Background: an optimization exercise with open tools, aiming at small area, a short achievable clock period and few clock cycles per item. Do not read the settings as production practice. In this exercise RTL edits were held to simulation tests only and were not proved equivalent to the original. The clock port is modelled as an ideal driver; clocking choices that lean on that would not hold on a real chip. Power figures rest on the tool's default switching activity, not on a simulated workload.

==> inputs of run P <==
==> flow/design.v (excerpt) <==
module mips(input wire clk,
            input wire reset,
            input wire [31:0] i_inst_rdata,
            input wire [31:0] m_data_rdata,
            output wire [31:0] i_inst_addr,
            output wire [31:0] m_data_addr,
            output wire [31:0] m_data_wdata,
            output wire [3:0] m_data_byteen,
            output wire [31:0] m_inst_addr,
            output wire w_grf_we,
            output wire [4:0] w_grf_addr,
            output wire [31:0] w_grf_wdata,
            output wire [31:0] w_inst_addr
        );
    reg [31:2] pc;           
    reg [31:0] ir;           
    reg [31:2] xpc;          
    reg [31:2] mar;          
    reg        xe;           
    reg        m_we;         
    reg        m_load;
    reg [2:0]  m_lt;         
    reg [4:0]  m_rd;
    reg [31:0] m_res;        
    reg [31:2] m_pc;
    reg [3:0]  m_be;
    reg        w_we;
    reg [4:0]  w_rd;
    reg [31:0] w_wd;
    reg [31:2] w_pc;
    assign i_inst_addr   = {pc, 2'b00};
    assign m_data_addr   = {mar, 2'b00};
    assign m_data_wdata  = m_res;        
    assign m_data_byteen = m_be;
    assign m_inst_addr   = {m_pc, 2'b00};
    assign w_grf_we      = w_we;
    assign w_grf_addr    = w_rd;
    assign w_grf_wdata   = w_wd;
    assign w_inst_addr   = {w_pc, 2'b00};
    wire [5:0] op = ir[31:26];
    wire [5:0] fn = ir[5:0];
    wire [4:0] rs = ir[25:21];
    wire [4:0] rt = ir[20:16];
    wire [4:0] rd = ir[15:11];
    wire [15:0] imm = ir[15:0];
  ...
clock: 100.0 ns
lec_check: 0
cap_margin: 20
core_margin: 2
core_utilization: 65
cts_cluster_diameter: 70
cts_cluster_size: 22
slew_margin: 20
synth_hierarchical: 1
synth_minimum_keep_size: 0
standard.sh (not shown) runs the stock make flow with config.mk's settings and CLKGATE_MAP_FILE= SYNTH_SCRIPT=/design/flow/synth_recipe.tcl, a recipe that flattens the netlist after the stock synthesis.
==> flow/flow/run.sh <==
#!/bin/bash
# Layout flow: the standard ORFS flow (standard.sh, with its synthesis unchanged), with these
# changes to how the layout is made:
#  - the port buffers are sky130_fd_sc_hd__buf_1 instead of the delay cells that buffer_ports
#    picks by default (repair may upsize them);
#  - timing repair aims at a setup slack margin, so that it works on the paths that set the
#    achieved period (the clock period less the worst slack) instead of stopping at zero slack;
set -euo pipefail
HERE=$(pwd)
MARGIN=78.6
bash standard.sh "BUFFER_PORTS_ARGS=-buffer_cell sky130_fd_sc_hd__buf_1" \
    "SETUP_SLACK_MARGIN=$MARGIN" "POST_CTS_TCL=$HERE/flow/post_cts.tcl" finish > flow_make.log 2>&1
==> flow/flow/post_cts.tcl <==
# Area recovery after CTS: downsize cells (recover_power), then repair setup again to the
# same slack margin the flow uses, then legalize. Delay cells are kept out of both steps.
set_dont_use [get_lib_cells {*/sky130_fd_sc_hd__clkdlybuf* */sky130_fd_sc_hd__dlygate* */sky130_fd_sc_hd__dlymetal* */sky130_fd_sc_hd__dlyb*}]
log_cmd estimate_parasitics -placement
log_cmd repair_timing -recover_power 100 -verbose
log_cmd repair_timing -setup -setup_margin $::env(SETUP_SLACK_MARGIN) -repair_tns 100 -verbose
log_cmd detailed_placement
check_placement -verbose
==> run G (differences from run P) <==
--- a/flow/design.v
+++ b/flow/design.v
@@ -246,92 +246,85 @@
     assign lo = L;
     wire sdiv = op == 2'b10;
     wire [31:0] a_in, b_in;
     cneg #(32) na(.a(a), .n(sdiv & a[31]), .s(a_in));
     cneg #(32) nb(.a(b), .n(sdiv & b[31]), .s(b_in));
     wire [34:0] mx = {{3{sgn & M[31]}}, M};
-    wire [34:0] s0;
-    wire n0;
-    wire [34:0] pp0;
+    wire [34:0] s0, s1;
+    wire n0, n1;
+    wire [34:0] pp0, pp1;
     booth_pp bp0(.m(mx), .b2(L[1] & ~fix), .b1(L[0] & ~fix), .b0(lb | fix), .pp(pp0), .neg(n0));
+    booth_pp bp1(.m(mx), .b2(L[3]), .b1(L[2]), .b0(L[1]), .pp(pp1), .neg(n1));
     rca #(35) m0(.a({H[32], H[32], H}), .b(pp0), .ci(n0), .s(s0), .co());
-    wire last = cnt == 5'd15;            
+    rca #(35) m1(.a({s0[34], s0[34], s0[34:2]}), .b(pp1), .ci(n1), .s(s1), .co());
+    wire last = cnt == 5'd7;             
     wire [32:0] x0  = {H[31:0], L[31]};
     wire [33:0] t0;
     rca #(34) d0(.a({1'b0, x0}), .b(~{2'b0, M}), .ci(1'b1), .s(t0), .co());
     wire q0 = ~t0[33];
     wire st = start & ~reset;
     wire rn = run & ~start & ~reset;
     wire e_wv = set_hi & ~start & ~reset;
-    wire jmp16 = rn & ~isdiv & ~fix & cnt == 5'd8 & L[15:0] == {16{lb}};
-    wire jmp24 = rn & ~isdiv & ~fix & cnt == 5'd4 & L[23:0] == {24{lb}};
-    wire jmp = jmp16 | jmp24;
-    wire e_hj = jmp16;
-    wire e_hj24 = jmp24;
+    wire jmp = rn & ~isdiv & ~fix & cnt == 5'd4 & L[15:0] == {16{lb}};
+    wire e_hj = jmp;
     wire [32:0] hj = {{16{H[32]}}, H[32:16]};
-    wire [32:0] hj24 = {{24{H[32]}}, H[32:24]};
     wire e_s1 = rn & ~isdiv & ~fix & ~jmp;
     wire e_s0 = rn & ~isdiv & fix;
     wire e_t0 = rn & isdiv & q0;
     wire e_x0 = rn & isdiv & ~q0;
     wire [32:0] h_d;
     genvar i;
     generate
         for (i = 0; i < 32; i = i + 1) begin : hb
-            wire y0, y1, y2;
-            aoi222 g0(.a(wv[i]), .b(e_wv), .c(s0[i + 2]), .d(e_s1), .e(s0[i]), .f(e_s0), .y(y0));
+            wire y0, y1;
+            aoi222 g0(.a(wv[i]), .b(e_wv), .c(s1[i + 2]), .d(e_s1), .e(s0[i]), .f(e_s0), .y(y0));
             aoi222 g1(.a(t0[i]), .b(e_t0), .c(x0[i]), .d(e_x0), .e(hj[i]), .f(e_hj), .y(y1));
-            nand2_c g2(.a(hj24[i]), .b(e_hj24), .y(y2));
-            nand3x g3(.a(y0), .b(y1), .c(y2), .y(h_d[i]));
+            nand2_c g3(.a(y0), .b(y1), .y(h_d[i]));
         end
     endgenerate
-    assign h_d[32] = (s0[34] & e_s1) | (s0[32] & e_s0) | (H[32] & (e_hj | e_hj24));
+    assign h_d[32] = (s1[34] & e_s1) | (s0[32] & e_s0) | (H[32] & e_hj);
     wire h_en = start | set_hi | run | reset;
     wire op_div = op[1];
     wire z3 = a_in[31:24] == 8'd0;
     wire z2 = z3 & a_in[23:16] == 8'd0;
     wire z1 = z2 & a_in[15:8] == 8'd0;
     wire [1:0] sk = ~op_div ? 2'd0 : z1 ? 2'd3 : z2 ? 2'd2 : z3 ? 2'd1 : 2'd0;
     wire e_ls = st & sk == 2'd0;
     wire e_ls1 = st & sk == 2'd1;
     wire e_ls2 = st & sk == 2'd2;
     wire e_ls3 = st & sk == 2'd3;
     wire e_lw = set_lo & ~start & ~reset;
     wire e_lm = rn & ~isdiv & ~fix & ~jmp;
-    wire e_lj = jmp16;
+    wire e_lj = jmp;
     wire [31:0] lj = {H[15:0], L[31:16]};
-    wire e_lj24 = jmp24;
-    wire [31:0] lj24 = {H[23:0], L[31:24]};
     wire e_ld = rn & isdiv;
-    wire [31:0] lm = {s0[1:0], L[31:2]};
+    wire [31:0] lm = {s1[1:0], s0[1:0], L[31:4]};
     wire [31:0] ld = {L[30:0], q0};
     wire [31:0] l_d;
     generate
         for (i = 0; i < 32; i = i + 1) begin : lb_
             wire y0, y1;
             aoi222 g0(.a(a_in[i]), .b(e_ls), .c(wv[i]), .d(e_lw), .e(lm[i]), .f(e_lm), .y(y0));
-            wire yj, yk, yjk;
+            wire yj;
             nand2_c gj(.a(lj[i]), .b(e_lj), .y(yj));
-            nand2_c gk(.a(lj24[i]), .b(e_lj24), .y(yk));
-            assign yjk = yj & yk;
             if (i < 8) begin : s0_
                 nand2_c g1(.a(ld[i]), .b(e_ld), .y(y1));
-                nand3x g2(.a(y0), .b(y1), .c(yjk), .y(l_d[i]));
+                nand3x g2(.a(y0), .b(y1), .c(yj), .y(l_d[i]));
             end else if (i < 16) begin : s1_
                 wire y2;
                 nand2_c g1(.a(ld[i]), .b(e_ld), .y(y1));
                 nand2_c g3(.a(a_in[i - 8]), .b(e_ls1), .y(y2));
-                nand4x g2(.a(y0), .b(y1), .c(y2), .d(yjk), .y(l_d[i]));
+                nand4x g2(.a(y0), .b(y1), .c(y2), .d(yj), .y(l_d[i]));
             end else if (i < 24) begin : s2_
                 aoi222 g1(.a(ld[i]), .b(e_ld), .c(a_in[i - 8]), .d(e_ls1), .e(a_in[i - 16]), .f(e_ls2), .y(y1));
-                nand3x g2(.a(y0), .b(y1), .c(yjk), .y(l_d[i]));
+                nand3x g2(.a(y0), .b(y1), .c(yj), .y(l_d[i]));
             end else begin : s3_
                 wire y2;
                 aoi222 g1(.a(ld[i]), .b(e_ld), .c(a_in[i - 8]), .d(e_ls1), .e(a_in[i - 16]), .f(e_ls2), .y(y1));
                 nand2_c g3(.a(a_in[i - 24]), .b(e_ls3), .y(y2));
-                nand4x g2(.a(y0), .b(y1), .c(y2), .d(yjk), .y(l_d[i]));
+                nand4x g2(.a(y0), .b(y1), .c(y2), .d(yj), .y(l_d[i]));
             end
         end
     endgenerate
     wire l_en = start | set_lo | (run & ~(~isdiv & fix)) | reset;
     reg run_n, hneg_n, lneg_n;
     always @(*) begin
@@ -345,17 +338,15 @@
         end else if (run) begin
             if (isdiv) begin
                 if (cnt == 5'd31) run_n = 1'b0;
             end else if (fix) begin
                 run_n = 1'b0;
             end else if (last) begin
-                run_n = ~sgn & L[1];     
-            end else if (jmp16) begin
+                run_n = ~sgn & L[3];     
+            end else if (jmp) begin
                 run_n = ~sgn & L[15];
-            end else if (jmp24) begin
-                run_n = ~sgn & L[23];
             end
         end
         if (set_hi) begin
             hneg_n = 1'b0;
         end
         if (set_lo) begin
@@ -382,16 +373,16 @@
             cnt <= {sk, 3'b000};         
             lb <= 1'b0;
             fix <= 1'b0;
         end else if (run) begin
             cnt <= cnt + 5'd1;
             if (jmp) begin
-                fix <= ~sgn & (jmp16 ? L[15] : L[23]);
+                fix <= ~sgn & L[15];
             end else if (~isdiv & ~fix) begin
-                lb <= L[1];
-                if (last) fix <= ~sgn & L[1];
+                lb <= L[3];
+                if (last) fix <= ~sgn & L[3];
             end else if (fix) begin
                 fix <= 1'b0;
             end
         end
     end
 endmodule
@@ -532,15 +523,13 @@
                      (o_alui | o_load) ? rt :
                      o_jal ? 5'd31 : 5'd0;
     wire a_m = m_we & m_rd == rs;
     wire b_m = m_we & m_rd == rt;
     wire [31:0] va, vb;
     wire [31:0] m_wdata;
-    reg rf_clr;
-    always @(posedge clk) rf_clr <= reset;
-    D_GRF grf(.clk(clk), .reset(rf_clr),
+    D_GRF grf(.clk(clk), .reset(reset),
               .ra(rs), .rb(rt), .a_m(a_m), .b_m(b_m),
               .m_val(m_res), .qa(va), .qb(vb),
               .we(m_we), .wa(m_rd), .wd(m_wdata));
     wire md_busy, md_pend;
     wire [31:0] hi, lo;
     wire hi_neg, lo_neg;
@@ -633,14 +622,14 @@
     wire [1:0] ea = sum[1:0];
     wire [3:0] be = ~o_store ? 4'b0000 :
                     op[1] ? 4'b1111 :
                     op[0] ? (ea[1] ? 4'b1100 : 4'b0011) :
                     (4'b0001 << ea);
     wire [31:0] ldv;
-    ld_ext lm(.w(m_data_rdata), .ld(m_load & ~rf_clr), .lt(m_lt), .ea(m_res[1:0]), .res(m_res),
-              .res_en(~m_load & ~rf_clr), .y(m_wdata));
+    ld_ext lm(.w(m_data_rdata), .ld(m_load & ~reset), .lt(m_lt), .ea(m_res[1:0]), .res(m_res),
+              .res_en(~m_load & ~reset), .y(m_wdata));
     ld_ext #(0) lx(.w(m_data_rdata), .ld(xe), .lt({op[2], op[1:0] == 2'b01, op[1:0] == 2'b00}), .ea(ir[1:0]),
               .res(32'b0), .res_en(1'b0), .y(ldv));
     wire [31:2] pc_d;
     wire [10:0] irc_d;
     wire m_we_d, m_load_d, w_we_d;
     wire [3:0] m_be_d;
==> run M (differences from run P) <==
--- a/flow/design.v
+++ b/flow/design.v
@@ -197,23 +197,25 @@
              input wire [31:0] b,
              input wire sub,             
              input wire [3:0] lt,        
              input wire slt_u,           
              output wire [31:0] sum,
              output wire [31:0] lg,
-             output wire slt);
+             output wire slt,
+             output wire zero);
     wire co;
     rca #(32) add(.a(a), .b(b ^ {32{sub}}), .ci(sub), .s(sum), .co(co));
     wire lt_s = (a[31] ^ b[31]) ? a[31] : sum[31];
     assign slt = slt_u ? ~co : lt_s;
     genvar i;
     generate
         for (i = 0; i < 32; i = i + 1) begin : lg_
             mux4_c m(.a0(lt[0]), .a1(lt[1]), .a2(lt[2]), .a3(lt[3]), .s0(b[i]), .s1(a[i]), .y(lg[i]));
         end
     endgenerate
+    assign zero = sum == 32'b0;
 endmodule
 `timescale 1ns / 1ps
 `default_nettype none
 module E_Mult_Div(input wire clk,
                   input wire reset,
                   input wire start,
@@ -246,92 +248,85 @@
     assign lo = L;
     wire sdiv = op == 2'b10;
     wire [31:0] a_in, b_in;
     cneg #(32) na(.a(a), .n(sdiv & a[31]), .s(a_in));
     cneg #(32) nb(.a(b), .n(sdiv & b[31]), .s(b_in));
     wire [34:0] mx = {{3{sgn & M[31]}}, M};
-    wire [34:0] s0;
-    wire n0;
-    wire [34:0] pp0;
+    wire [34:0] s0, s1;
+    wire n0, n1;
+    wire [34:0] pp0, pp1;
     booth_pp bp0(.m(mx), .b2(L[1] & ~fix), .b1(L[0] & ~fix), .b0(lb | fix), .pp(pp0), .neg(n0));
+    booth_pp bp1(.m(mx), .b2(L[3]), .b1(L[2]), .b0(L[1]), .pp(pp1), .neg(n1));
     rca #(35) m0(.a({H[32], H[32], H}), .b(pp0), .ci(n0), .s(s0), .co());
-    wire last = cnt == 5'd15;            
+    rca #(35) m1(.a({s0[34], s0[34], s0[34:2]}), .b(pp1), .ci(n1), .s(s1), .co());
+    wire last = cnt == 5'd7;             
     wire [32:0] x0  = {H[31:0], L[31]};
     wire [33:0] t0;
     rca #(34) d0(.a({1'b0, x0}), .b(~{2'b0, M}), .ci(1'b1), .s(t0), .co());
     wire q0 = ~t0[33];
     wire st = start & ~reset;
     wire rn = run & ~start & ~reset;
     wire e_wv = set_hi & ~start & ~reset;
-    wire jmp16 = rn & ~isdiv & ~fix & cnt == 5'd8 & L[15:0] == {16{lb}};
-    wire jmp24 = rn & ~isdiv & ~fix & cnt == 5'd4 & L[23:0] == {24{lb}};
-    wire jmp = jmp16 | jmp24;
-    wire e_hj = jmp16;
-    wire e_hj24 = jmp24;
+    wire jmp = rn & ~isdiv & ~fix & cnt == 5'd4 & L[15:0] == {16{lb}};
+    wire e_hj = jmp;
     wire [32:0] hj = {{16{H[32]}}, H[32:16]};
-    wire [32:0] hj24 = {{24{H[32]}}, H[32:24]};
     wire e_s1 = rn & ~isdiv & ~fix & ~jmp;
     wire e_s0 = rn & ~isdiv & fix;
     wire e_t0 = rn & isdiv & q0;
     wire e_x0 = rn & isdiv & ~q0;
     wire [32:0] h_d;
     genvar i;
     generate
         for (i = 0; i < 32; i = i + 1) begin : hb
-            wire y0, y1, y2;
-            aoi222 g0(.a(wv[i]), .b(e_wv), .c(s0[i + 2]), .d(e_s1), .e(s0[i]), .f(e_s0), .y(y0));
+            wire y0, y1;
+            aoi222 g0(.a(wv[i]), .b(e_wv), .c(s1[i + 2]), .d(e_s1), .e(s0[i]), .f(e_s0), .y(y0));
             aoi222 g1(.a(t0[i]), .b(e_t0), .c(x0[i]), .d(e_x0), .e(hj[i]), .f(e_hj), .y(y1));
-            nand2_c g2(.a(hj24[i]), .b(e_hj24), .y(y2));
-            nand3x g3(.a(y0), .b(y1), .c(y2), .y(h_d[i]));
+            nand2_c g3(.a(y0), .b(y1), .y(h_d[i]));
         end
     endgenerate
-    assign h_d[32] = (s0[34] & e_s1) | (s0[32] & e_s0) | (H[32] & (e_hj | e_hj24));
+    assign h_d[32] = (s1[34] & e_s1) | (s0[32] & e_s0) | (H[32] & e_hj);
     wire h_en = start | set_hi | run | reset;
     wire op_div = op[1];
     wire z3 = a_in[31:24] == 8'd0;
     wire z2 = z3 & a_in[23:16] == 8'd0;
     wire z1 = z2 & a_in[15:8] == 8'd0;
     wire [1:0] sk = ~op_div ? 2'd0 : z1 ? 2'd3 : z2 ? 2'd2 : z3 ? 2'd1 : 2'd0;
     wire e_ls = st & sk == 2'd0;
     wire e_ls1 = st & sk == 2'd1;
     wire e_ls2 = st & sk == 2'd2;
     wire e_ls3 = st & sk == 2'd3;
     wire e_lw = set_lo & ~start & ~reset;
     wire e_lm = rn & ~isdiv & ~fix & ~jmp;
-    wire e_lj = jmp16;
+    wire e_lj = jmp;
     wire [31:0] lj = {H[15:0], L[31:16]};
-    wire e_lj24 = jmp24;
-    wire [31:0] lj24 = {H[23:0], L[31:24]};
     wire e_ld = rn & isdiv;
-    wire [31:0] lm = {s0[1:0], L[31:2]};
+    wire [31:0] lm = {s1[1:0], s0[1:0], L[31:4]};
     wire [31:0] ld = {L[30:0], q0};
     wire [31:0] l_d;
     generate
         for (i = 0; i < 32; i = i + 1) begin : lb_
             wire y0, y1;
             aoi222 g0(.a(a_in[i]), .b(e_ls), .c(wv[i]), .d(e_lw), .e(lm[i]), .f(e_lm), .y(y0));
-            wire yj, yk, yjk;
+            wire yj;
             nand2_c gj(.a(lj[i]), .b(e_lj), .y(yj));
-            nand2_c gk(.a(lj24[i]), .b(e_lj24), .y(yk));
-            assign yjk = yj & yk;
             if (i < 8) begin : s0_
                 nand2_c g1(.a(ld[i]), .b(e_ld), .y(y1));
-                nand3x g2(.a(y0), .b(y1), .c(yjk), .y(l_d[i]));
+                nand3x g2(.a(y0), .b(y1), .c(yj), .y(l_d[i]));
             end else if (i < 16) begin : s1_
                 wire y2;
                 nand2_c g1(.a(ld[i]), .b(e_ld), .y(y1));
                 nand2_c g3(.a(a_in[i - 8]), .b(e_ls1), .y(y2));
-                nand4x g2(.a(y0), .b(y1), .c(y2), .d(yjk), .y(l_d[i]));
+                nand4x g2(.a(y0), .b(y1), .c(y2), .d(yj), .y(l_d[i]));
             end else if (i < 24) begin : s2_
                 aoi222 g1(.a(ld[i]), .b(e_ld), .c(a_in[i - 8]), .d(e_ls1), .e(a_in[i - 16]), .f(e_ls2), .y(y1));
-                nand3x g2(.a(y0), .b(y1), .c(yjk), .y(l_d[i]));
+                nand3x g2(.a(y0), .b(y1), .c(yj), .y(l_d[i]));
             end else begin : s3_
                 wire y2;
                 aoi222 g1(.a(ld[i]), .b(e_ld), .c(a_in[i - 8]), .d(e_ls1), .e(a_in[i - 16]), .f(e_ls2), .y(y1));
                 nand2_c g3(.a(a_in[i - 24]), .b(e_ls3), .y(y2));
-                nand4x g2(.a(y0), .b(y1), .c(y2), .d(yjk), .y(l_d[i]));
+                nand4x g2(.a(y0), .b(y1), .c(y2), .d(yj), .y(l_d[i]));
             end
         end
     endgenerate
     wire l_en = start | set_lo | (run & ~(~isdiv & fix)) | reset;
     reg run_n, hneg_n, lneg_n;
     always @(*) begin
@@ -345,17 +340,15 @@
         end else if (run) begin
             if (isdiv) begin
                 if (cnt == 5'd31) run_n = 1'b0;
             end else if (fix) begin
                 run_n = 1'b0;
             end else if (last) begin
-                run_n = ~sgn & L[1];     
-            end else if (jmp16) begin
+                run_n = ~sgn & L[3];     
+            end else if (jmp) begin
                 run_n = ~sgn & L[15];
-            end else if (jmp24) begin
-                run_n = ~sgn & L[23];
             end
         end
         if (set_hi) begin
             hneg_n = 1'b0;
         end
         if (set_lo) begin
@@ -382,16 +375,16 @@
             cnt <= {sk, 3'b000};         
             lb <= 1'b0;
             fix <= 1'b0;
         end else if (run) begin
             cnt <= cnt + 5'd1;
             if (jmp) begin
-                fix <= ~sgn & (jmp16 ? L[15] : L[23]);
+                fix <= ~sgn & L[15];
             end else if (~isdiv & ~fix) begin
-                lb <= L[1];
-                if (last) fix <= ~sgn & L[1];
+                lb <= L[3];
+                if (last) fix <= ~sgn & L[3];
             end else if (fix) begin
                 fix <= 1'b0;
             end
         end
     end
 endmodule
@@ -532,15 +525,13 @@
                      (o_alui | o_load) ? rt :
                      o_jal ? 5'd31 : 5'd0;
     wire a_m = m_we & m_rd == rs;
     wire b_m = m_we & m_rd == rt;
     wire [31:0] va, vb;
     wire [31:0] m_wdata;
-    reg rf_clr;
-    always @(posedge clk) rf_clr <= reset;
-    D_GRF grf(.clk(clk), .reset(rf_clr),
+    D_GRF grf(.clk(clk), .reset(reset),
               .ra(rs), .rb(rt), .a_m(a_m), .b_m(b_m),
               .m_val(m_res), .qa(va), .qb(vb),
               .we(m_we), .wa(m_rd), .wd(m_wdata));
     wire md_busy, md_pend;
     wire [31:0] hi, lo;
     wire hi_neg, lo_neg;
@@ -554,24 +545,24 @@
     wire [31:0] mf_val;
     cneg #(32) mfn(.a(fn[1] ? lo : hi), .n(fn[1] ? lo_neg : hi_neg), .s(mf_val));
     wire o_lui = op == 6'b001111;
     wire logic_imm = o_alui & op[2];                     
     wire [31:0] bsrc = o_lui ? {imm, 16'b0} :
                        (o_alui | o_load | o_store) ? {{16{~logic_imm & imm[15]}}, imm} : vb;
-    wire is_sub = r_type ? fn[1] : (o_alui & op[1]);
+    wire is_sub = r_type ? fn[1] : ((o_alui & op[1]) | o_beq | o_bne);
     wire cmp_sel = (r_type & fn[3]) | (o_alui & op[2:1] == 2'b01);   
     wire log_sel = (r_type & fn[2]) | (o_alui & op[2]);               
     wire [1:0] lop = o_alui ? op[1:0] : fn[1:0];
     wire [3:0] ltab = lop == 2'b00 ? 4'b1000 :
                       lop == 2'b01 ? 4'b1110 :
                       lop == 2'b10 ? 4'b0110 :
                       o_alui ? 4'b1010 : 4'b0001;
     wire [31:0] sum, lg;
-    wire slt;
+    wire slt, zero;
     E_ALU alu(.a(va), .b(bsrc), .sub(is_sub), .lt(ltab), .slt_u(o_alui ? op[0] : fn[0]),
-              .sum(sum), .lg(lg), .slt(slt));
+              .sum(sum), .lg(lg), .slt(slt), .zero(zero));
     wire [31:0] sh_y;
     E_SHIFT shf(.x(vb), .sa(fn[2] ? va[4:0] : ir[10:6]), .right(fn[1]), .arith(fn[0]), .y(sh_y));
     wire [31:2] pc_inc;
     rinc #(30) pc_add(.a(pc), .ci(1'b1), .s(pc_inc));     
     wire [31:0] sdata = op[1] ? vb : op[0] ? {2{vb[15:0]}} : {4{vb[7:0]}};
     wire s_sh = f_shift;
@@ -598,13 +589,12 @@
             end else begin : bn
                 nand2_c g2(.a(lk[gi]), .b(s_lk), .y(y2));
                 nand3x g3(.a(y0), .b(y1), .c(y2), .y(res[gi]));
             end
         end
     endgenerate
-    wire zero = (va ^ vb) == 32'b0;
     wire cond = o_beq ? zero :
                 o_bne ? ~zero :
                 o_blez ? (va[31] | zero) :
                 o_bgtz ? ~(va[31] | zero) :
                 (va[31] ^ rt[0]);                         
     wire br = (o_beq | o_bne | o_blez | o_bgtz | o_regimm) & cond;
@@ -633,14 +623,14 @@
     wire [1:0] ea = sum[1:0];
     wire [3:0] be = ~o_store ? 4'b0000 :
                     op[1] ? 4'b1111 :
                     op[0] ? (ea[1] ? 4'b1100 : 4'b0011) :
                     (4'b0001 << ea);
     wire [31:0] ldv;
-    ld_ext lm(.w(m_data_rdata), .ld(m_load & ~rf_clr), .lt(m_lt), .ea(m_res[1:0]), .res(m_res),
-              .res_en(~m_load & ~rf_clr), .y(m_wdata));
+    ld_ext lm(.w(m_data_rdata), .ld(m_load & ~reset), .lt(m_lt), .ea(m_res[1:0]), .res(m_res),
+              .res_en(~m_load & ~reset), .y(m_wdata));
     ld_ext #(0) lx(.w(m_data_rdata), .ld(xe), .lt({op[2], op[1:0] == 2'b01, op[1:0] == 2'b00}), .ea(ir[1:0]),
               .res(32'b0), .res_en(1'b0), .y(ldv));
     wire [31:2] pc_d;
     wire [10:0] irc_d;
     wire m_we_d, m_load_d, w_we_d;
     wire [3:0] m_be_d;
- CORE_UTILIZATION: 65 -> 55
==> qor summary <==
quantity                                                             run G         run M         run P
Combined flip-flop and latch cell area                           40290 um2     40300 um2     40300 um2
Run status                                        timing/DRC/antenna clean  timing/DRC/antenna clean  timing/DRC/antenna clean
Number of fill cells in the layout                                    7209          9848          6921
Maximum fanout along the worst path                                      8            32            29
Clock network share of area                                         3.769%        4.593%        3.678%
Detailed-route via count                                             59490         57565         59157
Final Instance Area                                              79240 um2     80180 um2     78180 um2
Horizontal die dimension                                          333.9 um      362.2 um      331.8 um
Fraction of final layout cells sized beyond drive strength 1        16.11%        17.51%        15.12%
FF-to-FF End                                                      m_res[0]        pc[13]      m_res[0]
Routed met1 length                                                86890 um      98870 um      87600 um
Power Dens Cells                                              20.80 nW/um2  21.55 nW/um2  21.07 nW/um2
HPWL after detailed placement                                    186400 um     200600 um     190600 um
Placeable core region                                           108400 um2    127500 um2    106800 um2
Testbench counts of run P, summed over its fixed seeds: cycles 185,724, programs 64.
Testbench counts of run G, summed over its fixed seeds: cycles 183,109, programs 64.
Testbench counts of run M, summed over its fixed seeds: cycles 183,109, programs 64.

[afterwards: timing with drivers on the ports]
No port has a modelled driver above. Below, the same layouts with a new extraction and two added sets of constraints.
Step 1 (the two cells are an assumption about what drives the block):
set clk [get_ports {clk}]
set_driving_cell -lib_cell sky130_fd_sc_hd__clkbuf_16 $clk
set_driving_cell -lib_cell sky130_fd_sc_hd__buf_2 [delete_from_list [all_inputs] $clk]
Step 2 also shifts input and output timing later by t, the mid clock arrival at the registers, as if the neighbouring blocks saw the same clock.
Three values: no drivers, after step 1, after step 2; two values: the first two.
run	t, ns	slack for setup (ns)	hold WS [ns]
run P	0.808	78.500 / 78.507 / 77.746	0.347 / 0.347 / 0.347
run G	0.807	78.451 / 78.417 / 77.610	0.341 / 0.341 / 0.341
run M	0.851	78.450 / 78.490 / 77.639	0.341 / 0.341 / 0.341
After both steps setup and hold are still met in every run listed. For run G, which loses most, drivers alone change the setup slack by -0.034 ns; drivers and shift together by -0.841 ns.
